What follows belongs to an exercise in optimizing a design on an open flow for small area, a short achievable clock period and few clock cycles; a production flow would make more cautious choices. At most, simulation tests tie the RTL to the original design; equivalence was not proved. The RTL of run 4 was laid out without a check of its function. Power figures rest on the tool's default switching activity, not on a simulated workload.

$ cat flow/config.mk
export PLATFORM = sky130hd
export DESIGN_NAME = divider
export DESIGN_NICKNAME = divider
export VERILOG_FILES = /design/flow/design.v
export SDC_FILE = /design/flow/constraint.sdc
export NUM_CORES = 4
export LEC_CHECK = 0
export CAP_MARGIN = 20
export CORE_MARGIN = 2
export CORE_UTILIZATION = 40
export SLEW_MARGIN = 20
export SYNTH_HIERARCHICAL = 1
export SYNTH_MINIMUM_KEEP_SIZE = 0
$ cat flow/constraint.sdc
create_clock -name core_clock -period 10.0 [get_ports {div_clk}]
set_input_delay 2.0000 -clock core_clock [delete_from_list [all_inputs] [get_ports {div_clk}]]
set_output_delay 2.0000 -clock core_clock [all_outputs]
set_load 0.01 [all_outputs]
$ cat flow/design.v
module oppo (
    input [31:0] in,
    input        cin,
    output [31:0] in_abs
);
    wire [31:0] lo;    
    pfx_or #(.N(32)) por({in[30:0], 1'b0}, lo);
    assign in_abs = in ^ ({32{cin}} & lo);
endmodule
module pfx_or #(parameter N = 32) (
    input  [N-1:0] v,
    output reg [N-1:0] o
);
    integer l, i;
    always @(*) begin
        o = v;
        for (l = 0; (1 << l) < N; l = l + 1)
            for (i = N - 1; i >= 0; i = i - 1)
                if ((i >> l) & 1)
                    o[i] = o[i] | o[((i >> l) << l) - 1];
    end
endmodule
module lzd_4 (
    input [3:0] in,
    output [1:0] out,
    output       zero
);
    assign zero = ~(|in); 
    assign out[0] = (in[2] | ~in[1]) & ~in[3];
    assign out[1] = ~(in[3] | in[2]);
endmodule
module lzd_16 (
    input [15:0] in,
    output [3:0] out,
    output       zero
);
    wire [3:0] z;
    wire [1:0] out_2 [3:0];
    lzd_4 lzd_4_0(in[15:12], out_2[0], z[0]);
    lzd_4 lzd_4_1(in[11: 8], out_2[1], z[1]);
    lzd_4 lzd_4_2(in[ 7: 4], out_2[2], z[2]);
    lzd_4 lzd_4_3(in[ 3: 0], out_2[3], z[3]);
    assign out[2] = z[0] & (~z[1] | z[2] & ~z[3]);
    assign out[3] = z[0] & z[1] & (~z[2] | ~z[3]);
    assign out[1:0] = {2{~out[3] & ~out[2]}} & out_2[0]
                    | {2{~out[3] &  out[2]}} & out_2[1]
                    | {2{ out[3] & ~out[2]}} & out_2[2]
                    | {2{ out[3] &  out[2]}} & out_2[3];
    assign zero = &z;
endmodule
module lzd_32 (
    input [31:0] in,
    output [4:0] out,
    output       zero
);
    wire [1:0] z;
    wire [3:0] out_3_0 [1:0];
    lzd_16 lzd_16_0(in[31:16], out_3_0[0], z[0]);
    lzd_16 lzd_16_1(in[15: 0], out_3_0[1], z[1]);
    assign out[4] = z[0];
    assign out[3:0] = {4{~z[0]}} & out_3_0[0] |
                      {4{ z[0]}} & out_3_0[1];
    assign zero = z[0] & z[1];
endmodule
module align (
    input        div_signed,
    input [31:0] x,
    input [31:0] y,
    output       qzero,
    output [4:0] sh
);
    wire sx = div_signed & x[31];
    wire sy = div_signed & y[31];
    wire [31:0] lx_in = sx ? {~x[30:0], 1'b1} : x;
    wire [31:0] ly_in = sy ? {~y[31:1], 1'b1} : y;
    wire [4:0] lzx, lzy;
    wire zx, zy;
    lzd_32 lzd_x(lx_in, lzx, zx);
    lzd_32 lzd_y(ly_in, lzy, zy);
    assign qzero = zx | (lzx > lzy);
    assign sh    = lzy - lzx;
endmodule
module divider (
    input div_clk,
    input resetn,
    input div,
    input div_signed,
    input [31:0] x,
    input [31:0] y,
    output [31:0] s,
    output [31:0] r,
    output complete
);
    wire sx = div_signed & x[31];
    wire sy = div_signed & y[31];
    wire [31:0] xa;
    oppo oppo_x(x, sx, xa);
    wire        qzero;
    wire [4:0]  sh;
    align al(div_signed, x, y, qzero, sh);
    reg [3:0]  shr;
    wire [4:0]  she   = {shr, 1'b0};
    wire [33:0] ysrc  = {2'b11, y ^ {32{~sy}}};
    wire [33:0] fill  = {34{~sy}} & ~({34{1'b1}} << she);
    wire [33:0] dinit = (ysrc << she) | fill;
    reg [31:0] R;
    reg [33:0] D;
    reg [31:0] Q;
    reg [3:0]  cnt;
    reg        ld, busy, fin;
    reg        rc, rq, rr;
    wire [35:0] a  = {4'b0, R};
    wire [35:0] b1 = {2'b11, D};
    wire [35:0] b2 = {1'b1, D, rc};
    wire [35:0] cs = a ^ b1 ^ b2;
    wire [35:0] cc = {(a[34:0] & b1[34:0]) | (a[34:0] & b2[34:0]) | (b1[34:0] & b2[34:0]), rc};
    wire [35:0] t1 = padd(a,  b1, rc);
    wire [35:0] t2 = padd(a,  b2, rc);
    wire [35:0] t3 = padd(cs, cc, rc);
    wire ok1 = ~t1[35];
    wire ok2 = ~t2[35];
    wire ok3 = ~t3[35];
    wire [31:0] rn = ok3 ? t3[31:0] : ok2 ? t2[31:0] : ok1 ? t1[31:0] : R;
    always @(posedge div_clk) begin
        if (div) begin
            shr <= sh[4:1];
            rc  <= ~sy;
            rq  <= sx ^ sy;
            rr  <= sx;
        end
        if (div | ld) begin
            R   <= xa;
            D   <= dinit;
            Q   <= 32'b0;
            cnt <= shr;
        end else begin
            R   <= rn;
            D   <= {2'b11, D[33:2]};
            Q   <= {Q[29:0], ok2, ok3 | (ok1 & ~ok2)};
            cnt <= cnt - 1'b1;
        end
    end
    always @(posedge div_clk) begin
        if (~resetn) begin
            ld   <= 1'b0;
            busy <= 1'b0;
            fin  <= 1'b0;
        end else begin
            ld   <= div & ~qzero;
            busy <= ld | (busy & (|cnt));
            fin  <= (div & qzero) | (busy & ~(|cnt));
        end
    end
    oppo oppo_s(Q, rq, s);
    oppo oppo_r(R, rr, r);
    assign complete = fin;
    function [35:0] padd;
        input [35:0] a;
        input [35:0] b;
        input        ci;
        reg   [35:0] hp;
        reg   [36:0] g, p;
        integer l, i;
        begin
            hp = a ^ b;
            g = {a & b, ci};
            p = {hp, 1'b0};
            for (l = 0; l < 6; l = l + 1)
                for (i = 36; i >= 0; i = i - 1)
                    if ((i >> l) & 1) begin
                        g[i] = g[i] | (p[i] & g[((i >> l) << l) - 1]);
                        p[i] = p[i] & p[((i >> l) << l) - 1];
                    end
            padd = hp ^ g[35:0];
        end
    endfunction
endmodule
$ cat flow/flow/run.sh
#!/bin/bash
# The standard layout (standard.sh, so the standard synthesis, floorplan,
# power grid, placement, clock tree and routing), with two changes:
# - the ports are buffered with sky130_fd_sc_hd__buf_1 rather than the delay
#   cell the standard buffer_ports picks on its own;
# - timing repair aims at a 4 ns period (setup margin 6 ns).
# make's full output goes to flow_make.log here; each ORFS step also writes
# its own log under orfs/logs/.
set -euo pipefail
bash standard.sh "BUFFER_PORTS_ARGS=-buffer_cell sky130_fd_sc_hd__buf_1" \
    SETUP_SLACK_MARGIN=6 finish > flow_make.log 2>&1
$ cat flow/standard.sh
#!/bin/bash
# synth_recipe.tcl (not shown) runs the flow's synth.tcl, then flattens the netlist and writes it again
# the make line also repeats each setting of config.mk as NAME=value (left out here)
make -C /OpenROAD-flow-scripts/flow DESIGN_CONFIG=/design/flow/config.mk WORK_HOME=/design/flow/orfs CLKGATE_MAP_FILE= SYNTH_SCRIPT=/design/flow/synth_recipe.tcl "${@:-finish}"
==> results of run 1 <==
## final cells by class
class                           count  area (sq um)
Fill cell                        3386         17300
Multi-Input combinational cell   1572         13300
Sequential cell                   112          2650
Timing Repair Buffer              295          2260
Tap cell                          468           586
Inverter                          105           404
Clock buffer                       10           229
Clock inverter                      6          75.1
Antenna cell                        2          5.00
## registers in the layout, indices dropped and copies added, names as in the netlist
| signal | count |
|---|---|
| rq | 1 |
| busy | 1 |
| rc | 1 |
| R | 32 |
| fin | 1 |
| rr | 1 |
| Q | 32 |
| cnt | 4 |
| shr | 4 |
| D | 34 |
| ld | 1 |
## repair_timing
| action | CTS | global route |
|---|---|---|
| cloned | 14 | 2 |
| buffers inserted | 104 | 48 |
| setup endpoints to repair | 164 | 142 |
| pin swaps | 90 | 80 |
| hold buffers | 0 | 0 |
| resized for setup | 256 | 145 |
## power groups by stage
stage / Clock (uW) / Combinational (uW) / Sequential [uW]
2_1_floorplan: 0 / 3730 / 883
5_1_grt: 418 / 6560 / 977
3_5_place_dp: 0 / 4660 / 1020
3_3_place_gp: 0 / 4580 / 1010
6_report: 398 / 6030 / 949
4_1_cts: 399 / 5420 / 961
## per-stage QoR
| stage | instances | power [uW] | setup WS (ns) |
|---|---|---|---|
| finish | 2570 | 7370 | 5.44 |
| global route | 2570 | 7960 | 5.42 |
| CTS | 2518 | 6780 | 5.48 |
| detailed placement | 2384 | 5670 | 3.99 |
| global placement | 2384 | 5590 | 4.18 |
| floorplan | 1860 | 4610 | 5.53 |
## cell usage in the layout (no fill, tap or decap), types with 22 or more instances in the layout
| master | instances |
|---|---|
| inv_1 | 92 |
| dfxtp_1 | 59 |
| a21o_1 | 26 |
| nor2_1 | 121 |
| buf_2 | 61 |
| o21ai_2 | 23 |
| xnor2_1 | 179 |
| a21oi_1 | 129 |
| buf_4 | 107 |
| and2_1 | 35 |
| nand3_1 | 22 |
| o21ai_0 | 53 |
| fa_1 | 43 |
| nand2b_1 | 31 |
| buf_6 | 32 |
| buf_1 | 67 |
| nand3b_1 | 22 |
| mux2i_1 | 44 |
| ha_1 | 100 |
| nand2_1 | 188 |
| nand2_2 | 24 |
| xor2_1 | 34 |
| xnor2_2 | 32 |
| edfxtp_1 | 39 |
## final timing paths
check | startpoint | end | slack (ns)
hold reg to reg | Q[14]$_SDFF_PN0_ | Q[16]$_SDFF_PN0_ | 0.49
setup reg to reg | R[0]$_DFFE_PP_ | R[10]$_DFFE_PP_ | 5.56
setup / recovery | R[0]$_DFFE_PP_ | r[10] | 5.44
hold / removal | Q[14]$_SDFF_PN0_ | Q[16]$_SDFF_PN0_ | 0.49
## critical path: stages, from the launching register on
cell	delay, ns
edfxtp_1	0.49
or4_4	0.64
or3_4	0.36
or3_4	0.33
nand2_2	0.09
xnor2_2	0.12
buf_2	0.15
## layer usage
| metal | vias up | global-route usage [%] | wire length, microns |
|---|---|---|---|
| li1 | 7001 | - | - |
| met1 | 7006 | 33.5 | 22600 |
| met2 | 409 | 42.3 | 24200 |
| met3 | 75 | 2.96 | 2190 |
| met4 | 0 | 9.13 | 1750 |
| met5 | - | 0 | 0 |
==> run notes, run 1 <==
final design utilization=between 50% and 60%; min Tclk post-route=4.56 ns; largest net degree at the start of global routing=a little under 90; total track usage=25.3%; clk root buf=clkbuf_16; Hold Crit Class=flip-flop to flip-flop; drt total wl=50700 microns; Post-Syn Area=0.0150 sq mm; Syn-to-layout area delta=29.9%; leakage power=a little over 0.008 uW; VDD IR max=174 uV; setup tns final=0 ns; Mapped Cells=1851; Post-Synthesis Mean Instance Area=8.11 sq um; NetSw=3740 uW; first-pass GRT wire length=77600 microns; initial antenna violation count=2; GRT overflow=0; share of post-route cells with drive strength above 1=27.1%; clk buf depth=2; relative slew slack=between 30% and 40%; via count=between 10k and 15k; Max Fclk=approximately 0.22 GHz; Worst-path clk slew=0.09 ns; fin. max-slew vios=0; Final Cycle Share=45.6%; internal power=3630 uW; antenna-violating nets left=0; clock sinks=about 110; Worst setup EP type=primary output; final setup fails=0; layout net count=2314; unrepaired setup endpoints after global routing=true; clock skew=about 0.02 ns; Hold Path Depth=1; # H-tree levels=3; sequential share of power=12.9%; Required @ worst endpoint=~8 ns; total CTS buffers=9; Post-DP Area=0.0160 sq mm; combinational power share=81.7%; worst-skew pair later-pin latency=0.38 ns; Sw Ratio=50.7%; outcome=timing/DRC/antenna clean; # Max-Cap Violations=0; vias in the first global route=13.9k; TritonCTS clock tree=done; vias per cell=5.64; Final Hold Fails=0; Worst Reg-to-Reg Cells=22; CP startpoint kind=flip-flop; die footprint=0.0391 sq mm; HPWL Detailed=34900 microns; Crit Path Class=flip-flop to primary output; Worst Max-Slew Pin Slew=between 0.9 and 1 ns; DRC=0; Cell Pwr Density=378 mW/mm^2; initial DRC count=1011; WL per Instance=19.7 microns; post-route cell area=0.0195 sq mm; Yosys warning total=10; Crit path arrival time=approximately 2.6 ns; clock power share=under 10%; die height=between 150 and 200 microns; row cnt=70; Ports=133; Die X-Extent=between 150 and 200 microns; GP Congestion=0.926; PortBufs=between 100 and 150; DRT Pass-1 Iters=5; hold_ws=approximately 0.49 ns; Initial Util=roughly 40%; Core Area=0.0368 sq mm; maximum fanout along the worst path=7
Testbench counts, summed over its fixed seeds: cycles 179,558.
==> run 2: changes to the inputs <==
==> flow/flow/run.sh (replaced) <==
#!/bin/bash
# The standard layout (standard.sh, so the standard synthesis, floorplan,
# power grid, placement, clock tree and routing), with two changes:
# - the ports are buffered with sky130_fd_sc_hd__buf_1 rather than the delay
#   cell the standard buffer_ports picks on its own;
# - timing repair aims at a 5 ns period (setup margin 5 ns).
# make's full output goes to flow_make.log here; each ORFS step also writes
# its own log under orfs/logs/.
set -euo pipefail
bash standard.sh "BUFFER_PORTS_ARGS=-buffer_cell sky130_fd_sc_hd__buf_1" \
    SETUP_SLACK_MARGIN=5 finish > flow_make.log 2>&1
==> run 2 against run 1 <==
Clock power shrank 4%. First-iteration DRC count shrank 14%. Fmax shrank 6.4%. Critical path depth grew 8. Worst hold slack gained 0.0099 ns. Cell count shrank 6.1%. Global-route usage shrank 2.8 points. Design area shrank 16%. Combinational power shrank 22%. Sequential power grew 4.5%. Power shrank 17%. Clock skew grew 0.00082 ns.
==> run notes, run 2 <==
leakage power=0.00651 uW; Post-DP Area=0.0157 sq mm; most common cell after layout, fill and taps aside=nand2_1; min Tclk post-route=4.87 ns; initial antenna violation count=0; area of the multi-input gates=0.0117 sq mm; VDD IR max=between 150 and 200 uV; Crit Reg-Reg Endpoint=R[28]$_DFFE_PP_; layout net count=2157; Syn-to-layout area delta=8.47%; FILL cells=about 3.8k; drt total wl=~44000 microns; final setup fails=0; max reg flops=34; clk buf depth=2; # H-tree levels=3; Die X-Extent=~200 microns; via count=13.7k; Worst setup EP type=flip-flop; initial DRC count=869; DRC=0; critical-path cell list=buf_2 -> nand2_8 -> nand2_1 -> o21ai_1 -> nor4_4 -> nand3b_1 -> a21oi_1 -> a211o_1 -> mux2_2 -> ha_1 -> fa_1 -> nand2b_1 -> a21oi_1 -> xor2_1; Cell Pwr Density=375 mW/mm^2; Worst Reg-to-Reg Cells=14; WL per Instance=18.2 microns; delay-heaviest family, CP=simple AND/OR/NAND/NOR gates; row cnt=70; PortBufs=132; FF+latch area=0.00263 sq mm; TritonCTS clock tree=done; Post-Syn Area=approximately 0.015 sq mm; CP Depth=14; GP Congestion=0.931; clk root buf=clkbuf_16; Post-Synthesis Mean Instance Area=8.11 sq um; outcome=timing/DRC/antenna clean; crit-path max cell delay=0.45 ns; relative slew slack=a little over a quarter; slowest CP cell=fa_1; antenna-violating nets left=0; Core Area=~0.037 sq mm; setup tns final=0 ns; Ports=133; crit path buf inv count=1; unrepaired setup endpoints after global routing=true; R2R Path Start=R[1]$_DFFE_PP_; Required @ worst endpoint=between 10 and 15 ns; maximum fanout along the worst path=31; DRT Pass-1 Iters=5; largest net degree at the start of global routing=86; die footprint=0.0391 sq mm; Final Cycle Share=48.7%; Worst Max-Slew Pin Slew=1.11 ns; vias per cell=5.67; worst-skew pair later-pin latency=0.39 ns; first-pass GRT wire length=69800 microns; Crit path arrival time=between 4 and 5 ns; hold buffers post-CTS=0; CP startpoint=x[31]; Initial Util=40.8%; Yosys warning total=10; GRT overflow=0; most used cell, CP=a21oi_1; Worst-path clk slew=0.07 ns; most frequent cells in the layout=nand2_1, xnor2_1, a21oi_1; Top reg by flops=D; CP endpoint=shr[3]$_DFFE_PP_; clock skew=0.0212 ns; HPWL Detailed=about 34000 microns; CP startpoint kind=input pin; # Max-Cap Violations=0; share of post-route cells with drive strength above 1=7.21%; die height=198 microns; Largest regs=D: 34 flops, Q: 32 flops, R: 32 flops; Final Hold Fails=0; total CTS buffers=9; vias in the first global route=roughly 13k; Max Fclk=0.205 GHz; Hold Crit Class=flip-flop to flip-flop; fin. max-slew vios=0; reg2reg setup slack=about 5.4 ns; Crit Path Class=input pin to flip-flop; post-route cell area=0.0163 sq mm; clock sinks=112; total track usage=22.5%; Mapped Cells=1851
[run 2: cell types whose count changed in the layout (fill, tap and decap cells not counted), moves of 14 or more]
| cell | delta |
|---|---|
| xnor2_2 | -32 |
| buf_1 | +62 |
| buf_6 | -32 |
| buf_4 | -91 |
| a21oi_1 | +17 |
| a21oi_2 | -14 |
| xnor2_1 | +42 |
| nand2_1 | +37 |
| buf_2 | -59 |
| buf_12 | -14 |
| dfxtp_1 | +14 |
| nand2_2 | -24 |
[run 2: cell type report]
| class | count | area share, % |
|---|---|---|
| clock inverter | 6 | 0.353 |
| multi-input combinational | 1560 | 72.0 |
| clock buffer | 10 | 1.43 |
| timing repair buffer | 150 | 4.06 |
| tap | 468 | 3.60 |
| inverter | 105 | 2.42 |
| sequential | 112 | 16.2 |
| antenna | 1 | 0.0154 |
[run 2: repair_timing]
item	4_1_cts	5_1_grt
buffers inserted	1	7
endpoints found under the setup margin	23	53
pin swaps	1	9
gates resized for setup	13	17
cloned	0	1
[run 2: stage by stage]
step           utilization, %  hold slack [ns]  instances  power [uW]  setup WS [ns]
2_1_floorplan               -            0.450       1860        4590           5.07
3_3_place_gp             42.7            0.476       2386        5580           3.96
3_5_place_dp             42.7            0.488       2386        5660           3.73
4_1_cts                  43.7            0.501       2403        6080           4.85
5_1_grt                  44.3            0.526       2411        6730           4.99
6_report                 44.3            0.501       2412        6110           5.13
[run 2: worst min path at each step]
stage	from	endpoint	cells past startpoint
floorplan	cnt[0]$_DFF_P_	cnt[0]$_DFF_P_	1
global placement	cnt[0]$_DFF_P_	cnt[0]$_DFF_P_	1
detailed placement	cnt[0]$_DFF_P_	cnt[0]$_DFF_P_	1
CTS	cnt[0]$_DFF_P_	cnt[0]$_DFF_P_	1
global route	Q[28]$_SDFF_PN0_	Q[30]$_SDFF_PN0_	1
finish	cnt[0]$_DFF_P_	cnt[0]$_DFF_P_	1
[run 2: report_power, final]
part	switching, uW	internal, uW
registers	301	691
clock network	205	179
logic	2690	2050
total	3190	2920
[run 2: layer usage]
| layer | GRT usage, % | part of all wire (%) | vias to the layer above |
|---|---|---|---|
| met4 | 5.18 | 1.6 | 0 |
| li1 | - | - | 6673 |
| met5 | 0 | 0 | - |
| met2 | 36.6 | 46 | 412 |
| met3 | 2.52 | 5.2 | 38 |
| met1 | 31.9 | 47 | 6559 |
==> run 3: changes to the inputs <==
--- a/flow/design.v
+++ b/flow/design.v
@@ -3,22 +3,16 @@
     input        cin,
     output [31:0] in_abs
 );
-    wire [31:0] lo;    
-    pfx_or #(.N(32)) por({in[30:0], 1'b0}, lo);
+    reg [31:0] lo;
+    integer l, k;
+    always @(*) begin
+        lo = {in[30:0], 1'b0};
+        for (l = 0; l < 5; l = l + 1)
+            for (k = 31; k >= 0; k = k - 1)
+                if ((k >> l) & 1)
+                    lo[k] = lo[k] | lo[((k >> l) << l) - 1];
+    end
     assign in_abs = in ^ ({32{cin}} & lo);
-endmodule
-module pfx_or #(parameter N = 32) (
-    input  [N-1:0] v,
-    output reg [N-1:0] o
-);
-    integer l, i;
-    always @(*) begin
-        o = v;
-        for (l = 0; (1 << l) < N; l = l + 1)
-            for (i = N - 1; i >= 0; i = i - 1)
-                if ((i >> l) & 1)
-                    o[i] = o[i] | o[((i >> l) << l) - 1];
-    end
 endmodule
 module lzd_4 (
     input [3:0] in,
@@ -73,12 +67,41 @@
     wire sy = div_signed & y[31];
     wire [31:0] lx_in = sx ? {~x[30:0], 1'b1} : x;
     wire [31:0] ly_in = sy ? {~y[31:1], 1'b1} : y;
-    wire [4:0] lzx, lzy;
-    wire zx, zy;
-    lzd_32 lzd_x(lx_in, lzx, zx);
-    lzd_32 lzd_y(ly_in, lzy, zy);
-    assign qzero = zx | (lzx > lzy);
-    assign sh    = lzy - lzx;
+    wire [5:0] lzx = lzc(lx_in);
+    wire [5:0] lzy = lzc(ly_in);
+    assign qzero = lzx > lzy;
+    assign sh    = lzy[4:0] - lzx[4:0];
+    function [5:0] lzc;
+        input [31:0] v;
+        reg [7:0] z;           
+        reg [15:0] n;          
+        reg [3:0] zh;          
+        reg [1:0] c16 [0:1];
+        reg [3:0] o16 [0:1];
+        reg [1:0] z16;
+        integer k, h;
+        reg [3:0] nb;
+        begin
+            for (k = 0; k < 8; k = k + 1) begin
+                nb = v[31 - 4*k -: 4];
+                z[k] = ~(|nb);
+                n[2*k]   = (nb[2] | ~nb[1]) & ~nb[3];
+                n[2*k+1] = ~(nb[3] | nb[2]);
+            end
+            for (h = 0; h < 2; h = h + 1) begin
+                o16[h][2] = z[4*h] & (~z[4*h+1] | z[4*h+2] & ~z[4*h+3]);
+                o16[h][3] = z[4*h] & z[4*h+1] & (~z[4*h+2] | ~z[4*h+3]);
+                o16[h][1:0] = {2{~o16[h][3] & ~o16[h][2]}} & n[8*h+1 -: 2]
+                            | {2{~o16[h][3] &  o16[h][2]}} & n[8*h+3 -: 2]
+                            | {2{ o16[h][3] & ~o16[h][2]}} & n[8*h+5 -: 2]
+                            | {2{ o16[h][3] &  o16[h][2]}} & n[8*h+7 -: 2];
+                z16[h] = &z[4*h+3 -: 4];
+            end
+            lzc[5] = z16[0] & z16[1];
+            lzc[4] = z16[0] & ~z16[1];
+            lzc[3:0] = z16[0] ? o16[1] : o16[0];
+        end
+    endfunction
 endmodule
 module divider (
     input div_clk,
==> run 3 against run 2 <==
Non-clock buffer count decreased by 1. Power decreased by 8.5%. Global-route usage increased by 0.83 points. Via count about the same. Die area decreased by 2.8%. Sequential power decreased by 2.8%. Design area decreased by 3.0%. Worst setup slack got worse by 0.049 ns. Critical path type unchanged. Largest cell class unchanged. Largest power group unchanged. Highest routed layer unchanged.
==> run notes, run 3 <==
worst-skew pair later-pin latency=between 0.3 and 0.4 ns; most frequent cells in the layout=xnor2_1, a21oi_1, nand2_1; vias per cell=5.87; NetSw=2910 uW; via count=13.7k; antenna-violating nets left=0; Syn-to-layout area delta=8.23%; total track usage=around a quarter; initial DRC count=861; PortBufs=around 130; Die X-Extent=195 microns; largest net degree at the start of global routing=just under 90; Mapped Cells=1785; Required @ worst endpoint=10.26 ns; clk root buf=clkbuf_16; Worst setup EP type=flip-flop; Crit Path Class=input pin to flip-flop; Sw Ratio=a little over half; most common cell after layout, fill and taps aside=xnor2_1; Max Fclk=0.203 GHz; min Tclk post-route=slightly below 5 ns; slowest CP cell=or3_4; die footprint=0.0380 sq mm; vias in the first global route=13.0k; Metal-1 WL=approximately 21000 microns; share of post-route cells with drive strength above 1=~6%; max reg flops=34; Final Cycle Share=49.2%; Crit path arrival time=5.18 ns; die height=195 microns; clk buf depth=2; TritonCTS clock tree=done; Ports=133; outcome=timing/DRC/antenna clean; VDD IR max=154 uV; CP startpoint=x[31]; sequential share of power=17.3%; hold buffers post-CTS=0; drt total wl=44600 microns; met3 WL post-DR=2480 microns; GP Congestion=0.918; most used cell, CP=nor2b_1; met2 routed WL=20000 microns; WL per Instance=about 19 microns; internal power=2670 uW; maximum fanout along the worst path=18; # Max-Cap Violations=0; DRC=0; clock power share=6.9%; Cell Pwr Density=354 mW/mm^2; Final Hold Fails=0; crit-path max cell delay=between 0.3 and 0.4 ns; final setup fails=0; Post-Synthesis Mean Instance Area=8.17 sq um; critical-path cell list=buf_2 -> and2_4 -> buf_12 -> or3_4 -> o32ai_4 -> nand2_2 -> a21oi_1 -> o31a_1 -> ha_1 -> nor2b_1 -> o21a_1 -> o21ai_0 -> nand2b_1 -> a211oi_1 -> nor2_1 -> a32oi_1 -> nor2b_1; CP startpoint kind=input pin; fin. max-slew vios=0; Worst Max-Slew Pin Slew=around 1.1 ns; Yosys warning total=11; setup tns final=0 ns; Core Area=0.0357 sq mm; HPWL Detailed=34900 microns; layout net count=2088; hold_ws=0.492 ns; combinational power share=75.8%; Max Used Layer=met4; hold wc startpoint=cnt[0]$_DFF_P_; final design utilization=44.2%; row cnt=a little under 70; R2R Path Start=R[1]$_DFFE_PP_; GRT overflow=0; # H-tree levels=3; Hold Crit Class=flip-flop to flip-flop; first-pass GRT wire length=71300 microns; initial antenna violation count=1; Worst-path clk slew=0.08 ns; Top reg by flops=D; unrepaired setup endpoints after global routing=true; leakage power=0.00610 uW; Post-Syn Area=~0.015 sq mm; DRT Pass-1 Iters=5; relative slew slack=25.8%; Largest regs=D: 34 flops, Q: 32 flops, R: 32 flops; total CTS buffers=9; clock sinks=112; Initial Util=40.8%; clock skew=roughly 0.014 ns
-- run 3: changes by cell type in the layout (fill, tap and decap cells not counted), moves of 16 or more --
cell      change
nor4_4       -16
or4_1        -17
nand2_1      -88
nand2b_1     -16
o41ai_1      +17
nand3b_1     -22
nor3_1       +28
xnor2_1      -39
o21ai_0      +74
mux2i_1      -16
a211oi_1     +18
o31ai_1      +29
o21ai_1      -22
-- run 3: power groups by stage --
stage | clock [uW] | combinational [uW] | sequential, uW
final | 387 | 4240 | 964
after global routing | 411 | 4740 | 992
after CTS | 394 | 4190 | 966
after detailed placement | 0 | 4150 | 976
after global placement | 0 | 4080 | 973
after floorplan | 0 | 3280 | 849
-- run 3: path summary, 6_finish.rpt --
path                    endpoint  slack, ns  cells after the start
setup / recovery  fin$_SDFF_PN0_       5.08                     17
hold / removal    cnt[0]$_DFF_P_       0.49                      1
setup reg to reg  R[2]$_DFFE_PP_       5.24                     13
hold reg to reg   cnt[0]$_DFF_P_       0.49                      1
-- run 3: final cells by class --
type	instances	area [sq um]
inverters	101	379
diodes	1	2.50
well taps	461	577
clock inverters	4	32.5
flip-flops and latches	112	2630
repair buffers	149	642
fillers	3698	19900
multi-input cells	1491	11200
clock buffers	12	279
-- run 3: metal layers --
metal  GRT usage, %  up-vias
li1               -     6675
met1           32.9     6569
met2           37.6      386
met3           2.83       48
met4           6.28        0
met5              0        -
-- run 3: timing repair --
action / 4_1_cts / 5_1_grt
pin swaps: 0 / 1
resized for setup: 8 / 8
endpoints found under the setup margin: 33 / 15
setup buffers: 0 / 3
-- run 3: metrics by stage --
stage | instance area (sq um) | power (uW) | worst slack [ns] | std cells
6_report | 15800 | 5590 | 5.08 | 2331
5_1_grt | 15800 | 6140 | 4.90 | 2330
4_1_cts | 15700 | 5550 | 4.94 | 2327
3_5_place_dp | 15400 | 5130 | 4.12 | 2311
3_3_place_gp | 15400 | 5060 | 4.28 | 2311
2_1_floorplan | 14600 | 4130 | 5.27 | 1785
-- run 3: critical path: cells and delay by family --
kind                     cells  cell delay (ns)
AO/OA/AOI/OAI                7             1.43
AND/OR/NAND/NOR              7             1.09
buffers and inverters        2             0.36
adder cells (fa/ha/maj)      1             0.28
Testbench counts of run 3, summed over its fixed seeds: cycles 179,558.
==> run 4: changes to the inputs <==
--- a/flow/design.v
+++ b/flow/design.v
@@ -61,7 +61,8 @@
     input [31:0] x,
     input [31:0] y,
     output       qzero,
-    output [4:0] sh
+    output [4:0] sh,
+    output       short
 );
     wire sx = div_signed & x[31];
     wire sy = div_signed & y[31];
@@ -71,6 +72,7 @@
     wire [5:0] lzy = lzc(ly_in);
     assign qzero = lzx > lzy;
     assign sh    = lzy[4:0] - lzx[4:0];
+    assign short = (lzy == lzx) | (lzy == lzx + 6'd1);
     function [5:0] lzc;
         input [31:0] v;
         reg [7:0] z;           
@@ -120,16 +122,16 @@
     oppo oppo_x(x, sx, xa);
     wire        qzero;
     wire [4:0]  sh;
-    align al(div_signed, x, y, qzero, sh);
-    reg [3:0]  shr;
-    wire [4:0]  she   = {shr, 1'b0};
+    wire        short;
+    align al(div_signed, x, y, qzero, sh, short);
+    reg [3:0]  cnt;
+    wire [4:0]  she   = {cnt & {4{ld}}, 1'b0};
     wire [33:0] ysrc  = {2'b11, y ^ {32{~sy}}};
     wire [33:0] fill  = {34{~sy}} & ~({34{1'b1}} << she);
     wire [33:0] dinit = (ysrc << she) | fill;
     reg [31:0] R;
     reg [33:0] D;
     reg [31:0] Q;
-    reg [3:0]  cnt;
     reg        ld, busy, fin;
     reg        rc, rq, rr;
     wire [35:0] a  = {4'b0, R};
@@ -146,7 +148,7 @@
     wire [31:0] rn = ok3 ? t3[31:0] : ok2 ? t2[31:0] : ok1 ? t1[31:0] : R;
     always @(posedge div_clk) begin
         if (div) begin
-            shr <= sh[4:1];
+            cnt <= sh[4:1];
             rc  <= ~sy;
             rq  <= sx ^ sy;
             rr  <= sx;
@@ -155,7 +157,6 @@
             R   <= xa;
             D   <= dinit;
             Q   <= 32'b0;
-            cnt <= shr;
         end else begin
             R   <= rn;
             D   <= {2'b11, D[33:2]};
@@ -169,8 +170,8 @@
             busy <= 1'b0;
             fin  <= 1'b0;
         end else begin
-            ld   <= div & ~qzero;
-            busy <= ld | (busy & (|cnt));
+            ld   <= div & ~qzero & ~short;
+            busy <= (div & short) | ld | (busy & (|cnt));
             fin  <= (div & qzero) | (busy & ~(|cnt));
         end
     end
==> run 4 against run 3 <==
Synthesized area grew 2.7%. Register-to-register slack worse by 0.06 ns. Fmax rose by 1.5%. Highest routed layer unchanged. Critical endpoint unchanged. Core utilization down 0.077 points. Combinational power up 14%.
==> run notes, run 4 <==
initial DRC count=about 1.0k; GRT overflow=0; Hold Path Sink=Q[30]$_SDFF_PN0_; Final Cycle Share=48.4%; total track usage=24.5%; slowest CP cell=or4_4; drt total wl=48000 microns; Post-Syn Area=~0.015 sq mm; DRT Pass-1 Iters=7; combinational power share=77.5%; most instantiated library cell after synthesis=xnor2_1; crit-path max cell delay=roughly 0.60 ns; Die X-Extent=198 microns; Worst Max-Slew Pin Slew=1.15 ns; initial antenna violation count=0; setup tns final=0 ns; R2R Path Start=R[1]$_DFFE_PP_; TritonCTS clock tree=done; unrepaired setup endpoints after global routing=true; Initial Util=40.7%; Synth top area share=9.76%; Hold Path Depth=1; predominant post-synthesis flop cell=dfxtp_1; Required @ worst endpoint=about 10 ns; pre-CTS setup slack=3.74 ns; vias per cell=6.06; Mapped Cells=~1.9k; Max Fclk=0.206 GHz; Core Area=around 0.037 sq mm; area leader, netlist=xnor2_1; layout net count=2164; # H-tree levels=3; worst-skew pair later-pin latency=between 0.3 and 0.4 ns; CP startpoint kind=input pin; largest net degree at the start of global routing=88; Post-Synthesis Mean Instance Area=8.03 sq um; Worst-path clk slew=0.08 ns; total CTS buffers=9; Final WS setup=5.16 ns; sequential share of power=16.3%; vias in the first global route=~14k; Crit path arrival time=approximately 5.1 ns; ant diodes=0; WL per Instance=19.9 microns; maximum fanout along the worst path=9; Yosys cell types=99; PortBufs=132; Final Hold Fails=0; most common cell after layout, fill and taps aside=xnor2_1; Synth top cells by count=xnor2_1, nand2_1, o21ai_0; first-pass GRT wire length=between 70000 and 80000 microns; outcome=timing/DRC/antenna clean; GP Congestion=around 0.96; Yosys warning total=11; # Max-Cap Violations=0; VDD IR max=around 230 uV; Hold Crit Class=flip-flop to flip-flop; most frequent cells in the layout=xnor2_1, nand2_1, o21ai_0; Crit Path Class=input pin to flip-flop; sequential-to-total area share from yosys stat=17.0%; share of post-route cells with drive strength above 1=5.76%; leakage power=0.00628 uW; reg2reg setup slack=5.18 ns; via count=between 10k and 15k; post-route cell area=0.0162 sq mm; row cnt=70; DRC=0; critical-path cell list=buf_1 -> or4_4 -> o21ai_1 -> a31oi_1 -> o21ai_2 -> inv_1 -> ha_1 -> and4_1 -> nand3_1 -> a21boi_0 -> a32oi_1 -> nor2b_1; hold buffers post-CTS=0; die footprint=0.0390 sq mm; Crit Reg-Reg Endpoint=R[14]$_DFFE_PP_; Cell Pwr Density=385 mW/mm^2; clock sinks=108; NetSw=3360 uW; fin. max-slew vios=0; Worst Reg-to-Reg Cells=13; Post-synth EDFFs=39; Sw Ratio=53.7%; max reg flops=34; final setup fails=0; HPWL Detailed=roughly 37000 microns; antenna-violating nets left=0; clock power share=6.2%; Largest regs=D: 34 flops, Q: 32 flops, R: 32 flops; Ports=133; clk root buf=clkbuf_16; die height=between 150 and 200 microns; internal power=slightly below 3000 uW; Synth area leaders=xnor2_1, ha_1, dfxtp_1, edfxtp_1, fa_1; Syn-to-layout area delta=8.28%; Top reg by flops=D; hold wc startpoint=Q[28]$_SDFF_PN0_; asr flop ratio synth=0%; Post-DP Area=0.0157 sq mm; Worst setup EP type=flip-flop; min Tclk post-route=4.84 ns; clk buf depth=2; clock skew=roughly 0.0096 ns; Yosys reg bits=108; relative slew slack=23.2%
run 4: critical path, delay by kind of cell:
| family | cells | cell delay (ns) |
|---|---|---|
| AND/OR/NAND/NOR | 4 | 1.12 |
| adder cells (fa/ha/maj) | 1 | 0.37 |
| AO/OA/AOI/OAI | 5 | 1.27 |
| buffers and inverters | 2 | 0.36 |
run 4: power groups by stage:
| stage | sequential [uW] | combinational (uW) | clock, uW |
|---|---|---|---|
| 6_report | 1020 | 4840 | 389 |
| 5_1_grt | 1050 | 5420 | 410 |
| 4_1_cts | 1020 | 4780 | 398 |
| 3_5_place_dp | 1030 | 4740 | 0 |
| 3_3_place_gp | 1030 | 4650 | 0 |
| 2_1_floorplan | 879 | 3740 | 0 |
run 4: layout make-up:
class                           instances  area [sq um]
Clock buffer                            9           225
Inverter                              106           398
Sequential cell                       108          2550
Tap cell                              468           586
Multi-Input combinational cell       1568         11800
Timing Repair Buffer                  146           627
Fill cell                            3766         20600
Clock inverter                          7          85.1
run 4: timing repair:
action	in CTS	in global routing
setup buffers	0	3
pin swaps	0	3
cloned	1	0
gates resized for setup	8	24
setup endpoints to repair	7	11
run 4: how the worst max path moves through the flow:
stage / startpoint / endpoint / slack (ns) / depth (start not counted)
global route: x[8] / fin$_SDFF_PN0_ / 4.96 / 13
global placement: y[31] / cnt[3]$_DFFE_PP_ / 3.88 / 16
finish: x[8] / fin$_SDFF_PN0_ / 5.16 / 12
CTS: x[31] / cnt[3]$_DFFE_PP_ / 4.97 / 15
floorplan: R[1]$_DFFE_PP_ / R[0]$_DFFE_PP_ / 5.04 / 13
detailed placement: y[31] / cnt[3]$_DFFE_PP_ / 3.74 / 16
run 4: cell families after synthesis:
family          after synthesis  synth area share [%]
mux                          50                  4.03
xor+xnor                    195                  11.4
buf+inv                     191                  5.39
fa+ha+maj                   157                  15.4
compound gates              584                  26.4
flops                       108                  17.0
simple gates                581                  20.4
run 4: modules after synthesis (local to each module, per instance):
module   area (sq um)  flip-flops and latches
divider         11000                     108
oppo              654                       0
align            2010                       0
run 4: layer usage:
layer	vias to the layer above	wire [microns]	global-route usage (%)
li1	7032	-	-
met1	6954	21700	34.1
met2	543	21900	40.2
met3	78	3140	2.44
met4	0	1230	7.21
met5	-	0	0
run 4: per-stage QoR:
stage                     util [%]  total power, uW  instances  hold slack, ns
after floorplan                  -             4620       1866           0.475
after global placement        42.8             5680       2391           0.498
after detailed placement      42.8             5770       2391           0.494
after CTS                     43.7             6200       2408           0.507
after global routing          44.1             6880       2412           0.530
final                         44.1             6250       2412           0.504
==> run 5: changes to the inputs <==
--- a/flow/design.v
+++ b/flow/design.v
@@ -62,7 +62,8 @@
     input [31:0] y,
     output       qzero,
     output [4:0] sh,
-    output       short
+    output       short,
+    output       one
 );
     wire sx = div_signed & x[31];
     wire sy = div_signed & y[31];
@@ -73,6 +74,7 @@
     assign qzero = lzx > lzy;
     assign sh    = lzy[4:0] - lzx[4:0];
     assign short = (lzy == lzx) | (lzy == lzx + 6'd1);
+    assign one   = (y == 32'd1) | (div_signed & (&y));
     function [5:0] lzc;
         input [31:0] v;
         reg [7:0] z;           
@@ -122,8 +124,9 @@
     oppo oppo_x(x, sx, xa);
     wire        qzero;
     wire [4:0]  sh;
-    wire        short;
-    align al(div_signed, x, y, qzero, sh, short);
+    wire        short, one;
+    align al(div_signed, x, y, qzero, sh, short, one);
+    wire        fast = qzero | one;
     reg [3:0]  cnt;
     wire [4:0]  she   = {cnt & {4{ld}}, 1'b0};
     wire [33:0] ysrc  = {2'b11, y ^ {32{~sy}}};
@@ -154,9 +157,9 @@
             rr  <= sx;
         end
         if (div | ld) begin
-            R   <= xa;
+            R   <= xa & {32{~one}};
             D   <= dinit;
-            Q   <= 32'b0;
+            Q   <= xa & {32{one}};
         end else begin
             R   <= rn;
             D   <= {2'b11, D[33:2]};
@@ -170,9 +173,9 @@
             busy <= 1'b0;
             fin  <= 1'b0;
         end else begin
-            ld   <= div & ~qzero & ~short;
-            busy <= (div & short) | ld | (busy & (|cnt));
-            fin  <= (div & qzero) | (busy & ~(|cnt));
+            ld   <= div & ~fast & ~short;
+            busy <= (div & ~one & short) | ld | (busy & (|cnt));
+            fin  <= (div & fast) | (busy & ~(|cnt));
         end
     end
     oppo oppo_s(Q, rq, s);
==> run 5 against run 4 <==
Clock power down 5.4%. Die area down 1.5%. Sequential power about the same. Design area rose by 1.3%. Cell count increased by 0.87%. Worst hold slack lost 0.029 ns. Sequential share of layout area fell by 0.20 points. Global-route usage rose by 0.30 points. Clock-buffer cell count up 1. Clock skew increased by 0.0054 ns. Non-clock buffer count grew 19. Combinational power down 11%. Critical path type unchanged.
==> run notes, run 5 <==
DRT Pass-1 Iters=8; clk root buf=clkbuf_16; leakage power=~0.0065 uW; relative slew slack=30.4%; reg2reg setup slack=~5.3 ns; share of post-route cells with drive strength above 1=under 10%; Required @ worst endpoint=10.26 ns; met3 WL post-DR=about 2500 microns; delay-heaviest family, CP=compound AO/OA/AOI/OAI gates; maximum fanout along the worst path=18; Cell Pwr Density=approximately 340 mW/mm^2; most common cell after layout, fill and taps aside=nand2_1; row cnt=70; Crit Path Class=input pin to flip-flop; Max Fclk=0.201 GHz; most used cell, CP=nand2_1; CP Depth=17; Top reg by flops=D; die footprint=0.0385 sq mm; crit-path max cell delay=approximately 0.56 ns; Max Used Layer=met4; fin. max-slew vios=0; Yosys warning total=11; FF+latch area=0.00255 sq mm; Crit path arrival time=around 5.3 ns; via count=between 10k and 15k; HPWL Detailed=between 30000 and 40000 microns; Ports=between 100 and 150; unrepaired setup endpoints after global routing=true; area of the multi-input gates=0.0118 sq mm; Post-Synthesis Mean Instance Area=about 7.9 sq um; DRC=0; PortBufs=132; R2R Path Start=rc$_DFFE_PP_; GP Congestion=0.969; layout net count=2185; clk buf depth=2; Syn-to-layout area delta=11.4%; Post-Syn Area=~0.015 sq mm; Metal-1 WL=around 24000 microns; # H-tree levels=3; total track usage=24.8%; max reg flops=34; CP endpoint=busy$_SDFF_PN0_; worst-skew pair later-pin latency=between 0.3 and 0.4 ns; setup tns final=0 ns; # Max-Cap Violations=0; Core Area=0.0364 sq mm; Worst setup EP type=flip-flop; initial DRC count=1123; first-pass GRT wire length=between 70000 and 80000 microns; die height=196 microns; WL per Instance=between 20 and 25 microns; slowest CP cell=or4_4; final setup fails=0; Mapped Cells=1867; most frequent cells in the layout=nand2_1, xnor2_1, nor2_1, o21ai_0, a21oi_1; clock sinks=108; vias per cell=5.96; Power Total=between 5000 and 6000 uW; Die X-Extent=196 microns; FILL cells=3745; GRT overflow=0; Crit Reg-Reg Endpoint=R[8]$_DFFE_PP_; ant diodes=0; total CTS buffers=9; TritonCTS clock tree=done; VDD IR max=168 uV; crit path buf inv count=2; largest net degree at the start of global routing=63; met2 routed WL=roughly 22000 microns; antenna-violating nets left=0; Worst Reg-to-Reg Cells=15; Final Hold Fails=0; Worst-path clk slew=about 0.080 ns; Worst Max-Slew Pin Slew=between 1 and 1.5 ns; Largest regs=D: 34 flops, Q: 32 flops, R: 32 flops; Initial Util=40.5%; critical-path cell list=buf_12 -> nand2_8 -> or4_4 -> nand2_2 -> nand2_1 -> o32ai_4 -> nor3_2 -> a221oi_2 -> ha_2 -> buf_4 -> xor2_2 -> xnor2_1 -> a2111oi_4 -> a31o_1 -> nand2_1 -> nor2_1 -> o31a_1; vias in the first global route=13.4k; drt total wl=approximately 50000 microns; Hold Crit Class=flip-flop to flip-flop; CP startpoint=x[31]; outcome=timing/DRC/antenna clean; CP startpoint kind=input pin; initial antenna violation count=0; clock skew=0.0150 ns; Final Cycle Share=49.9%; min Tclk post-route=around 5 ns
-- run 5: area by class of cell --
type	count	area share, %
multi-input cells	1591	71.9
repair buffers	165	5.32
clock buffers	10	1.39
clock inverters	6	0.312
inverters	85	1.94
flip-flops and latches	108	15.5
well taps	468	3.56
-- run 5: where the power goes --
part	leakage (uW)	internal (uW)	switching [uW]
Clock	0.000142	175	193
Sequential	0.000981	664	323
Combinational	0.00539	1860	2450
Total	0.00651	2700	2960
-- run 5: per-stage QoR --
stage          setup slack (ns)  instance area [sq um]  std cells  hold WS (ns)  utilization [%]
4_1_cts                    4.86                  16000       2415         0.478             44.0
3_3_place_gp               3.17                  15600       2395         0.465             42.9
3_5_place_dp               3.12                  15600       2395         0.467             42.9
5_1_grt                    4.83                  16400       2433         0.506             45.1
2_1_floorplan              5.03                  14800       1867         0.444                -
6_report                   5.01                  16400       2433         0.475             45.1
-- run 5: worst min path at each step --
| stage | cells past startpoint | endpoint | from |
|---|---|---|---|
| 4_1_cts | 2 | Q[23]$_DFF_P_ | Q[21]$_DFF_P_ |
| 6_report | 2 | Q[23]$_DFF_P_ | Q[21]$_DFF_P_ |
| 3_3_place_gp | 2 | Q[23]$_DFF_P_ | Q[21]$_DFF_P_ |
| 5_1_grt | 2 | Q[17]$_DFF_P_ | Q[15]$_DFF_P_ |
| 3_5_place_dp | 2 | Q[23]$_DFF_P_ | Q[21]$_DFF_P_ |
| 2_1_floorplan | 2 | Q[30]$_DFF_P_ | Q[28]$_DFF_P_ |
-- run 5: repair_timing --
action	CTS	global route
buffers inserted	4	15
hold buffers	0	0
gates resized for setup	32	72
gates cloned	0	2
pin swaps	1	20
endpoints found under the setup margin	26	38
-- run 5: routing by layer --
layer	up-vias	GRT usage, %
li1	7045	-
met1	6976	36.5
met2	426	39.6
met3	47	1.63
met4	0	5.78
met5	-	0
-- run 5: worst reg2reg max path, delay by kind of cell (launching register included) --
kind	cells	cell delay [ns]
compound gates	6	1.65
fa+ha+maj	2	0.67
buf+inv	4	0.93
flops	1	0.52
mux	1	0.18
simple gates	2	0.35
Testbench counts of run 5, summed over its fixed seeds: cycles 159,385.
==> run 6: changes to the inputs <==
--- a/flow/design.v
+++ b/flow/design.v
@@ -67,10 +67,12 @@
 );
     wire sx = div_signed & x[31];
     wire sy = div_signed & y[31];
-    wire [31:0] lx_in = sx ? {~x[30:0], 1'b1} : x;
-    wire [31:0] ly_in = sy ? {~y[31:1], 1'b1} : y;
-    wire [5:0] lzx = lzc(lx_in);
-    wire [5:0] lzy = lzc(ly_in);
+    wire [5:0] lzxp = lzc(x);
+    wire [5:0] lzxn = lzc({~x[30:0], 1'b1});
+    wire [5:0] lzyp = lzc(y);
+    wire [5:0] lzyn = lzc({~y[31:1], 1'b1});
+    wire [5:0] lzx = sx ? lzxn : lzxp;
+    wire [5:0] lzy = sy ? lzyn : lzyp;
     assign qzero = lzx > lzy;
     assign sh    = lzy[4:0] - lzx[4:0];
     assign short = (lzy == lzx) | (lzy == lzx + 6'd1);
==> run 6 against run 5 <==
Critical path depth down 5. Wire length up 8.7%. Via count up 3.8%. Design area up 1.1%. Combinational power up 11%. Synthesized area up 3.8%. Fmax up 2.2%.
==> run notes, run 6 <==
hold buffers post-CTS=0; Ports=133; DRT Pass-1 Iters=7; # H-tree levels=3; first-pass GRT wire length=~80000 microns; FILL cells=between 3k and 4k; HPWL Detailed=41000 microns; total track usage=26.3%; Largest regs=D: 34 flops, Q: 32 flops, R: 32 flops; Max Fclk=0.205 GHz; ant diodes=0; vias in the first global route=14.1k; min Tclk post-route=between 4 and 5 ns; max reg flops=34; Post-Synthesis Mean Instance Area=slightly below 8 sq um; GP Congestion=0.984; layout net count=2233; vias per cell=5.96; initial DRC count=1108; clock skew=0.0247 ns; crit-path max cell delay=0.71 ns; # Max-Cap Violations=0; most used cell, CP=a31oi_1; Mapped Cells=1930; Post-DP Area=about 0.016 sq mm; via count=15.1k; fin. max-slew vios=0; area of the multi-input gates=~0.012 sq mm; VDD IR max=174 uV; antenna-violating nets left=0; TritonCTS clock tree=done; largest net degree at the start of global routing=68; die footprint=approximately 0.04 sq mm; Worst setup EP type=flip-flop; Hold Crit Class=flip-flop to flip-flop; maximum fanout along the worst path=11; DRC=0; GRT overflow=0; most frequent cells in the layout=nand2_1, xnor2_1, a21oi_1; unrepaired setup endpoints after global routing=true; Required @ worst endpoint=10.31 ns; worst-skew pair later-pin latency=0.38 ns; clk root buf=clkbuf_16; Yosys warning total=13; initial antenna violation count=0; setup tns final=0 ns; Crit Path Class=input pin to flip-flop; Cell Pwr Density=370 mW/mm^2; Worst-path clk slew=around 0.09 ns; WL per Instance=between 20 and 25 microns; Power Total=6150 uW; Initial Util=40.7%; Core Area=0.0377 sq mm; outcome=timing/DRC/antenna clean; FF+latch area=~0.0026 sq mm; Top reg by flops=D; most common cell after layout, fill and taps aside=nand2_1; critical-path cell list=buf_1 -> or4_4 -> a31oi_1 -> o311ai_0 -> a32oi_4 -> inv_1 -> ha_1 -> xnor2_2 -> nand4_1 -> o21bai_1 -> a31oi_1 -> a21boi_0; Worst Max-Slew Pin Slew=about 1.1 ns; drt total wl=around 53000 microns; Syn-to-layout area delta=8.56%; CP startpoint kind=input pin; row cnt=71; Die X-Extent=200 microns; Crit path arrival time=5.18 ns; clk buf depth=2; leakage power=0.00652 uW; clock sinks=108; slowest CP cell=or4_4; Final Hold Fails=0; Final Cycle Share=48.8%; crit path buf inv count=2; delay-heaviest family, CP=compound AO/OA/AOI/OAI gates; final setup fails=0; PortBufs=about 130; final design utilization=between 40% and 50%; relative slew slack=27.2%; Post-Syn Area=~0.015 sq mm; share of post-route cells with drive strength above 1=7.20%; die height=200 microns; total CTS buffers=9; post-route cell area=0.0166 sq mm
[run 6: cell types whose count changed in the layout (fill, tap and decap cells not counted), sizes merged, moves of 8 or more]
cell / previous run / this run
nand3b: 10 / 0
nand2: 210 / 218
a211oi: 20 / 29
o31ai: 37 / 46
clkbuf: 28 / 16
a21oi: 117 / 136
o211ai: 23 / 9
nand3: 58 / 71
o21ai: 144 / 152
inv: 90 / 101
o21a: 13 / 5
[run 6: metal layers]
layer | track usage [%] | up-vias | part of all wire (%)
li1 | - | 7283 | -
met3 | 2.13 | 75 | 4.9
met5 | 0 | - | 0
met2 | 41.3 | 487 | 45
met4 | 10.1 | 0 | 3.6
met1 | 37.5 | 7206 | 46
[run 6: what timing repair did]
item	CTS	global route
gates resized for setup	10	20
setup buffers	0	2
setup endpoints to repair	1	22
pin swaps	0	2
[run 6: worst paths after layout]
| check | end | slack (ns) | cells after the start | start |
|---|---|---|---|---|
| worst max-delay path | busy$_SDFF_PN0_ | 5.12 | 12 | x[12] |
| worst min-delay path | busy$_SDFF_PN0_ | 0.47 | 2 | busy$_SDFF_PN0_ |
| worst max register to register | R[7]$_DFFE_PP_ | 5.42 | 12 | R[0]$_DFFE_PP_ |
| worst min register to register | busy$_SDFF_PN0_ | 0.47 | 2 | busy$_SDFF_PN0_ |
[run 6: where the power goes]
| group | switching [uW] | leakage [uW] | internal, uW |
|---|---|---|---|
| Sequential | 336 | 0.000979 | 669 |
| Clock | 210 | 0.000150 | 180 |
| Combinational | 2800 | 0.00539 | 1960 |
[run 6: final cells by class]
class | count | area share [%]
Timing Repair Buffer | 148 | 3.83
Sequential cell | 108 | 15.4
Inverter | 98 | 2.24
Clock inverter | 7 | 0.474
Multi-Input combinational cell | 1643 | 72.9
Tap cell | 511 | 3.85
Clock buffer | 9 | 1.35
[run 6: stage by stage]
step / worst slack, ns / instances / hold WS (ns)
after CTS: 5.01 / 2522 / 0.473
after floorplan: 5.31 / 1930 / 0.442
after detailed placement: 4.53 / 2506 / 0.460
final: 5.12 / 2524 / 0.470
after global placement: 4.56 / 2506 / 0.453
after global routing: 4.90 / 2524 / 0.497
[run 6: worst min-delay path, cell delays in order, from the launching register on]
cell,delay [ns]
dfxtp_1,0.32
nand2_1,0.05
a21boi_0,0.06
Testbench counts of run 6, summed over its fixed seeds: cycles 159,385.
==> run 7: changes to the inputs <==
==> flow/flow/run.sh (replaced) <==
#!/bin/bash
# The standard layout (standard.sh, so the standard synthesis, floorplan,
# power grid, placement, clock tree and routing), with two changes:
# - the ports are buffered with sky130_fd_sc_hd__buf_1 rather than the delay
#   cell the standard buffer_ports picks on its own;
# - timing repair aims at a 4 ns period (setup margin 6 ns).
# make's full output goes to flow_make.log here; each ORFS step also writes
# its own log under orfs/logs/.
set -euo pipefail
bash standard.sh "BUFFER_PORTS_ARGS=-buffer_cell sky130_fd_sc_hd__buf_1" \
    SETUP_SLACK_MARGIN=6 finish > flow_make.log 2>&1
==> run 7 against run 6 <==
Non-clock buffer count grew 116. Via count increased by 6.4%. Largest cell class unchanged. Synthesized cell count stayed put. Highest routed layer unchanged. Largest power group unchanged.
==> run notes, run 7 <==
die footprint=0.0399 sq mm; row cnt=71; die height=200 microns; Placed Cells incl. Taps=2508; clock sinks=108; relative slew slack=40.3%; CP startpoint kind=flip-flop; FILL cells=~3.7k; Worst-path clk slew=0.09 ns; outcome=timing/DRC/antenna clean; Die X-Extent=approximately 200 microns; total CTS buffers=9; slowest CP cell=or4b_4; Final Cycle Share=between 40 and 50%; initial antenna violation count=4; CP startpoint=R[0]$_DFFE_PP_; delay-heaviest family, CP=simple AND/OR/NAND/NOR gates; worst-skew pair later-pin latency=0.38 ns; Finished Layout Cells=2647; # H-tree levels=3; GRT overflow=0; largest net degree at the start of global routing=68; clk root buf=clkbuf_16; clock skew=roughly 0.025 ns; HPWL Detailed=42300 microns; area of the multi-input gates=0.0136 sq mm; setup tns final=0 ns; max reg flops=34; Required @ worst endpoint=8.00 ns; initial DRC count=between 1k and 1.5k; critical-path cell list=nor4_4 -> buf_4 -> or4b_4 -> o41ai_4 -> xnor2_1 -> buf_2; Post-Synthesis Mean Instance Area=7.93 sq um; Hold Crit Class=flip-flop to flip-flop; crit path buf inv count=2; TritonCTS clock tree=done; Worst Max-Slew Pin Slew=0.896 ns; Power Total=a little under 7000 uW; most common cell after layout, fill and taps aside=nand2_1; via count=16.0k; unrepaired setup endpoints after global routing=true; VDD IR max=193 uV; Mapped Cells=~1.9k; Crit path arrival time=2.44 ns; leakage power=0.00791 uW; share of post-route cells with drive strength above 1=25.5%; Crit Path Class=flip-flop to primary output; hold wc startpoint=busy$_SDFF_PN0_; FF+latch area=0.00256 sq mm; crit-path max cell delay=0.55 ns; maximum fanout along the worst path=5; GP Congestion=0.951; clk buf depth=2; Top reg by flops=D; DRT Pass-1 Iters=5; WL per Instance=22.1 microns; antenna-violating nets left=0; hold buffers post-CTS=0; # Max-Cap Violations=0; Cell Pwr Density=between 300 and 400 mW/mm^2; R2R Path Start=R[4]$_DFFE_PP_; Max Fclk=0.225 GHz; most frequent cells in the layout=nand2_1, xnor2_1, a21oi_1; PortBufs=132; Yosys warning total=13; fin. max-slew vios=0; Syn-to-layout area delta=27.7%; Largest regs=D: 34 flops, Q: 32 flops, R: 32 flops; total track usage=28.1%; Ports=133; final setup fails=0; Initial Util=40.7%; Post-Syn Area=0.0153 sq mm; vias per cell=between 6 and 7; Final Hold Fails=0; DRC=0; Core Area=0.0377 sq mm; drt total wl=58600 microns; layout net count=2352; min Tclk post-route=4.44 ns; Worst setup EP type=primary output; first-pass GRT wire length=86700 microns; vias in the first global route=15.2k
-- run 7: final timing paths --
check,depth (start not counted),slack (ns),endpoint
max,6,5.56,r[10]
min,2,0.47,busy$_SDFF_PN0_
max reg2reg,11,6.07,R[26]$_DFFE_PP_
min reg2reg,2,0.47,busy$_SDFF_PN0_
-- run 7: final cells by class --
cell class	count	area share, %
multi-input cells	1646	69.6
flip-flops and latches	108	13.1
repair buffers	264	10.4
well taps	511	3.27
inverters	98	1.98
clock buffers	9	1.15
clock inverters	7	0.403
diodes	4	0.0512
-- run 7: what timing repair did --
item / CTS / global route
resized for setup: 292 / 222
cloned: 1 / 5
setup endpoints to repair: 158 / 135
pin swaps: 70 / 82
buffers inserted: 71 / 42
-- run 7: power by group --
group          internal (uW)  switching (uW)
Combinational           2350            3180
Sequential               668             306
Clock                    179             207
Total                   3200            3690
-- run 7: per-layer routing --
| metal | track usage, % | share of wire [%] | vias up | wire, microns |
|---|---|---|---|---|
| met5 | 0 | 0 | - | 0 |
| met3 | 2.62 | 5.6 | 108 | 3290 |
| met2 | 44.7 | 46 | 611 | 27000 |
| li1 | - | - | 7549 | - |
| met4 | 13.4 | 4.5 | 0 | 2630 |
| met1 | 38.2 | 44 | 7743 | 25700 |
-- run 7: worst min-delay path, stage by stage, from the launching register on --
cell and delay, ns:
dfxtp_1 0.32, nand2_1 0.05, a21boi_1 0.05
-- run 7: per-stage QoR --
step	hold slack (ns)	util (%)	worst slack, ns	cell area [sq um]
finish	0.467	51.9	5.56	19600
global route	0.494	51.9	5.45	19600
CTS	0.486	48.5	5.65	18300
detailed placement	0.468	43.3	4.73	16300
global placement	0.453	43.3	4.77	16300
floorplan	0.442	-	5.53	15500
==> run 8: changes to the inputs <==
==> flow/flow/run.sh (replaced) <==
#!/bin/bash
# The standard layout (standard.sh, so the standard synthesis, floorplan,
# power grid, placement, clock tree and routing), with two changes:
# - the ports are buffered with sky130_fd_sc_hd__buf_1 rather than the delay
#   cell the standard buffer_ports picks on its own;
# - timing repair aims at a 4.5 ns period (setup margin 5.5 ns).
# make's full output goes to flow_make.log here; each ORFS step also writes
# its own log under orfs/logs/.
set -euo pipefail
bash standard.sh "BUFFER_PORTS_ARGS=-buffer_cell sky130_fd_sc_hd__buf_1" \
    SETUP_SLACK_MARGIN=5.5 finish > flow_make.log 2>&1
==> run 8 against run 7 <==
Sequential power about the same. Clock skew down 0.0038 ns. First-iteration DRC count down 6.2%. Highest routed layer unchanged. Power down 8.6%. Worst setup slack worse by 0.063 ns. Non-clock buffer count down 66. Critical path depth up 7.
==> run notes, run 8 <==
Die X-Extent=between 150 and 200 microns; Final WS setup=5.50 ns; largest net degree at the start of global routing=70; Cell Pwr Density=360 mW/mm^2; post-route cell area=0.0175 sq mm; Core Area=approximately 0.038 sq mm; leakage power=0.00696 uW; PortBufs=132; combinational power share=78.5%; TritonCTS clock tree=done; Crit path arrival time=4.62 ns; GRT overflow=0; initial DRC count=1243; row cnt=71; Required @ worst endpoint=just over 10 ns; VDD IR max=168 uV; hold_ws=0.475 ns; Power Total=6300 uW; Mapped Cells=1930; Yosys warning total=13; GP Congestion=0.959; Hold Crit Class=flip-flop to flip-flop; Ports=133; die height=200 microns; Crit Path Class=input pin to flip-flop; most frequent cells in the layout=nand2_1, xnor2_1, a21oi_1; DRT Pass-1 Iters=5; # Max-Cap Violations=0; sequential share of power=15.4%; Post-DP Area=0.0162 sq mm; die footprint=0.0399 sq mm; Top reg by flops=D; FILL cells=3835; most common cell after layout, fill and taps aside=nand2_1; slowest CP cell=nor4_4; Final Cycle Share=45.0%; # H-tree levels=3; setup tns final=0 ns; Worst-path clk slew=~0.090 ns; fin. max-slew vios=0; vias per cell=5.96; share of post-route cells with drive strength above 1=a little over an eighth; clock skew=0.0214 ns; antenna-violating nets left=0; HPWL Detailed=41300 microns; min Tclk post-route=about 4.5 ns; crit path buf inv count=3; initial antenna violation count=0; total CTS buffers=9; unrepaired setup endpoints after global routing=true; Post-Synthesis Mean Instance Area=7.93 sq um; Worst setup EP type=flip-flop; internal power=2890 uW; CP startpoint kind=input pin; pre-CTS setup slack=4.74 ns; critical-path cell list=buf_1 -> nor4_4 -> nand2_2 -> nor3_4 -> nand3_1 -> o21ai_0 -> and2_4 -> buf_12 -> clkinvlp_4 -> and3_4 -> or2_2 -> o31ai_1 -> a21oi_1; clock sinks=108; drt total wl=54200 microns; Largest regs=D: 34 flops, Q: 32 flops, R: 32 flops; clock power share=around 6.0%; outcome=timing/DRC/antenna clean; Initial Util=between 40% and 50%; Sw Ratio=54.2%; delay-heaviest family, CP=simple AND/OR/NAND/NOR gates; total track usage=26.5%; Syn-to-layout area delta=14.2%; hold buffers post-CTS=0; layout net count=2283; via count=15.3k; DRC=0; ant diodes=0; Post-Syn Area=around 0.015 sq mm; relative slew slack=between 20% and 30%; clk buf depth=2; final setup fails=0; first-pass GRT wire length=between 80000 and 90000 microns; clk root buf=clkbuf_16; vias in the first global route=14.2k; max reg flops=34; NetSw=3410 uW; Max Fclk=0.222 GHz; crit-path max cell delay=0.50 ns; Worst Max-Slew Pin Slew=1.09 ns; worst-skew pair later-pin latency=0.37 ns; maximum fanout along the worst path=18; WL per Instance=approximately 21 microns; Final Hold Fails=0
[run 8: area by class of cell]
| cell class | count | area [sq um] | share of cell area [%] |
|---|---|---|---|
| Clock buffer | 9 | 225 | 1.29 |
| Clock inverter | 7 | 78.8 | 0.451 |
| Inverter | 98 | 374 | 2.14 |
| Multi-Input combinational cell | 1643 | 12500 | 71.3 |
| Sequential cell | 108 | 2550 | 14.6 |
| Tap cell | 511 | 639 | 3.66 |
| Timing Repair Buffer | 198 | 1140 | 6.52 |
[run 8: layer usage]
metal / up-vias / global-route usage [%] / wire [microns]
li1: 7371 / - / -
met1: 7377 / 36.9 / 24600
met2: 529 / 43.6 / 25100
met3: 64 / 1.45 / 2770
met4: 0 / 9.00 / 1790
met5: - / 0 / 0
[run 8: power groups by stage]
| stage | combinational [uW] | clock, uW | sequential (uW) |
|---|---|---|---|
| after CTS | 4820 | 381 | 987 |
| after detailed placement | 4710 | 0 | 1010 |
| after global routing | 5450 | 395 | 999 |
| after global placement | 4630 | 0 | 1010 |
| final | 4940 | 380 | 972 |
| after floorplan | 3660 | 0 | 868 |
[run 8: per-stage QoR]
stage          util [%]  instances
2_1_floorplan         -       1930
3_3_place_gp       43.1       2505
3_5_place_dp       43.1       2505
4_1_cts            44.9       2538
5_1_grt            46.4       2574
6_report           46.4       2574
[run 8: what timing repair did]
item,CTS,global route
pin swaps,13,33
setup buffers,17,35
setup endpoints to repair,91,68
gates resized for setup,65,83
gates cloned,0,1
[run 8: tightest hold or removal path, delay by kind of cell, from the launching register on]
family | cells | cell delay [ns]
simple gates | 2 | 0.10
flops | 1 | 0.34
[run 8: path summary, 6_finish.rpt]
kind | from | end | slack (ns) | cells past startpoint
max | y[13] | R[31]$_DFFE_PP_ | 5.50 | 13
max reg2reg | R[0]$_DFFE_PP_ | R[25]$_DFFE_PP_ | 5.77 | 13
min reg2reg | Q[15]$_DFF_P_ | Q[17]$_DFF_P_ | 0.48 | 2
min | Q[15]$_DFF_P_ | Q[17]$_DFF_P_ | 0.48 | 2

what the ideal ports hide:
How much do the figures lean on ideal ports? The routed layouts below were timed once more, with nothing changed but the port constraints. Step 1 (the two cells are an assumption about what drives the block):
set clk [get_ports {div_clk}]
set_driving_cell -lib_cell sky130_fd_sc_hd__clkbuf_16 $clk
set_driving_cell -lib_cell sky130_fd_sc_hd__buf_2 [delete_from_list [all_inputs] $clk]
Step 2 times the ports against the registers' clock, not the clock port: input delays grow and output delays shrink by t, the midpoint of the rising clock arrivals with the driver on. Slacks: ideal / step 1 / step 2; pairs: ideal / step 1.
| run | shift t [ns] | setup slack, ns | worst data-port slew with drivers (ns) | cell pins on the clock port's net |
|---|---|---|---|---|
| run 1 | 0.419 | 5.444 / 5.389 / 4.972 | 0.18 | 1 |
| run 2 | 0.421 | 5.133 / 5.133 / 4.712 | 0.07 | 1 |
| run 3 | 0.410 | 5.084 / 5.112 / 4.701 | 0.04 | 1 |
| run 4 | 0.407 | 5.157 / 5.178 / 4.770 | 0.04 | 1 |
| run 5 | 0.409 | 5.013 / 4.936 / 4.526 | 0.15 | 1 |
| run 6 | 0.420 | 5.121 / 5.150 / 4.730 | 0.06 | 1 |
| run 7 | 0.414 | 5.565 / 5.517 / 5.212 | 0.09 | 1 |
| run 8 | 0.413 | 5.502 / 5.537 / 5.123 | 0.05 | 1 |
After both steps every run listed still meets setup and hold. The setup slack of run 5, which loses most, moves by -0.077 ns with the drivers and by -0.487 ns with both steps.
